Source: an optimization exercise on an open RTL-to-GDS flow (aim: small area). Production flows keep margins and buffers that such runs may drop. In this exercise RTL edits were held to simulation tests only and were not proved equivalent to the original. Power is estimated from default activity; no workload was simulated.

Setup of 08-01:
## datapath_legv8
module datapath_legv8(
	input [4:0] DA, SA, SB, FS,
	input W_reg, W_ram, c_out, B_sel, B_en, ram_en, alu_en, D_en, clk, rst,
	input [63:0] k,
	input [7:0] addr,
	output [3:0] stat,
	output [63:0] f,
	output [15:0] r0, r1, r2, r3, r4, r5, r6, r7,
	output [7:0] ram_addr,
	output ram_we,
	output [63:0] ram_wdata,
	input [63:0] ram_rdata
	);
clock: 14.0 ns
lec_check: 0
cap_margin: 5
core_margin: 2
core_utilization: 55
gpl_timing_driven: 1
setup_slack_margin: 0.1
slew_margin: 5
synth_hierarchical: 1
standard.sh (not shown) runs the stock make flow with config.mk's settings and CLKGATE_MAP_FILE= SYNTH_SCRIPT=/design/flow/synth_recipe.tcl, a recipe that flattens the netlist after the stock synthesis.
==> flow/flow/run.sh <==
#!/bin/bash
# Layout flow: the standard ORFS flow (standard.sh, standard synthesis),
# with these changes to how the layout is made:
#  - ports are buffered with buf_1 instead of the default delay-cell buffer;
#  - repair_design (3_4) may use buffers up to buf_4 only (flow/pre_resize.tcl);
#  - timing-driven global placement keeps none of its trial buffering
#    (GPL_KEEP_OVERFLOW=0): it only steers the placement;
#  - the flow estimates wire capacitance 15% higher than the platform's
#    setRC.tcl (flow/setRC_pess.tcl), to match the extracted parasitics;
#  - CTS uses clkbuf_8 with sinks clustered 16 per 50 um and no dummy loads.
# Each ORFS step writes its own log under orfs/logs; make's output goes to
# make_finish.log here.
set -euo pipefail
here=$(pwd)
export BUFFER_PORTS_ARGS="-buffer_cell sky130_fd_sc_hd__buf_1"
export GPL_KEEP_OVERFLOW=0
export LAYER_PARASITICS_FILE="$here/flow/setRC_pess.tcl"
export PRE_RESIZE_TCL="$here/flow/pre_resize.tcl"
export CTS_ARGS="-sink_clustering_enable -repair_clock_nets -dont_use_dummy_load -buf_list sky130_fd_sc_hd__clkbuf_8 -sink_clustering_size 16 -sink_clustering_max_diameter 50"
bash standard.sh > make_finish.log 2>&1
==> flow/flow/setRC_pess.tcl <==
set_layer_rc -layer li1 -capacitance [expr {1.499e-04 * 1.15}] -resistance 7.176e-02
set_layer_rc -layer met1 -capacitance [expr {1.72375E-04 * 1.15}] -resistance 8.929e-04
set_layer_rc -layer met2 -capacitance [expr {1.36233E-04 * 1.15}] -resistance 8.929e-04
set_layer_rc -layer met3 -capacitance [expr {2.14962E-04 * 1.15}] -resistance 1.567e-04
set_layer_rc -layer met4 -capacitance [expr {1.48128E-04 * 1.15}] -resistance 1.567e-04
set_layer_rc -layer met5 -capacitance [expr {1.54087E-04 * 1.15}] -resistance 1.781e-05

set_layer_rc -via mcon -resistance 9.249146E-3
set_layer_rc -via via -resistance 4.5E-3
set_layer_rc -via via2 -resistance 3.368786E-3
set_layer_rc -via via3 -resistance 0.376635E-3
set_layer_rc -via via4 -resistance 0.00580E-3

set_wire_rc -signal -layer met1
set_wire_rc -clock -layer met3
Other scripts of this flow, unchanged in this note and not shown: flow/flow/pre_resize.tcl
Modified inputs, 12-05 compared to 08-01
Settings: putting PLACE_DENSITY at 0.68 where nothing was set; swapping 55 for 62 in CORE_UTILIZATION.
-- flow/flow/run.sh --
<<< 08-01, line 7
#    (GPL_KEEP_OVERFLOW=0): it only steers the placement;
#  - the flow estimates wire capacitance 15% higher than the platform's
#    setRC.tcl (flow/setRC_pess.tcl), to match the extracted parasitics;
>>> 12-05, line 7
#    (GPL_KEEP_OVERFLOW=0): it only steers the placement;
#  - the flow estimates wire capacitance 20% higher than the platform's
#    setRC.tcl (flow/setRC_pess.tcl), to match the extracted parasitics;
==> flow/flow/setRC_pess.tcl <==
set_layer_rc -layer li1 -capacitance [expr {1.499e-04 * 1.2}] -resistance 7.176e-02
set_layer_rc -layer met1 -capacitance [expr {1.72375E-04 * 1.2}] -resistance 8.929e-04
set_layer_rc -layer met2 -capacitance [expr {1.36233E-04 * 1.2}] -resistance 8.929e-04
set_layer_rc -layer met3 -capacitance [expr {2.14962E-04 * 1.2}] -resistance 1.567e-04
set_layer_rc -layer met4 -capacitance [expr {1.48128E-04 * 1.2}] -resistance 1.567e-04
set_layer_rc -layer met5 -capacitance [expr {1.54087E-04 * 1.2}] -resistance 1.781e-05

set_layer_rc -via mcon -resistance 9.249146E-3
set_layer_rc -via via -resistance 4.5E-3
set_layer_rc -via via2 -resistance 3.368786E-3
set_layer_rc -via via3 -resistance 0.376635E-3
set_layer_rc -via via4 -resistance 0.00580E-3

set_wire_rc -signal -layer met1
set_wire_rc -clock -layer met3
Results
- Comparing 08-01 and 12-05, the higher clock network fraction of design power is on 08-01.
- Timing startpoint of the critical path = SB[2]: 08-01; timing startpoint of the critical path = SA[0]: 12-05
- 12-05 -> 08-01: combinational power share flat
- For hold slack, 12-05 and 08-01 come out practically identical.
- Looking at number of gates on the worst path with buffers counted across 08-01 and 12-05, the one that comes out higher is 08-01.
- Compared with 08-01, 12-05 shows a higher worst clock skew.

[port drivers added, routing unchanged]
The flow's constraints put no driver on any port. The routed layouts listed below were extracted and timed again, unchanged, in two steps. Step 1 sets driving cells, clkbuf_16 on the clock port and buf_2 on the other inputs (assumed; they add their load-dependent delay and slew). Step 2 moves the port delays by t, midway between the first and last clock arrival at a register: inputs arrive t later, outputs are due t later. That takes back most of the time a late clock gives input paths. Three values: no drivers, after step 1, after step 2; two values: the first two.
run | t (ns) | slack for setup (ns) | worst setup path at the end | worst register clock-pin slew, ns
08-01 | 1.111 | 0.337 / 0.132 / 0.132 | input to output | 0.11 / 0.11
12-05 | 1.038 | 0.326 / 0.206 / 0.206 | input to output | 0.11 / 0.11
After both steps setup and hold are still met in every run listed. The setup slack of 08-01, which loses most, moves by -0.205 ns with the drivers and by -0.205 ns with both steps.
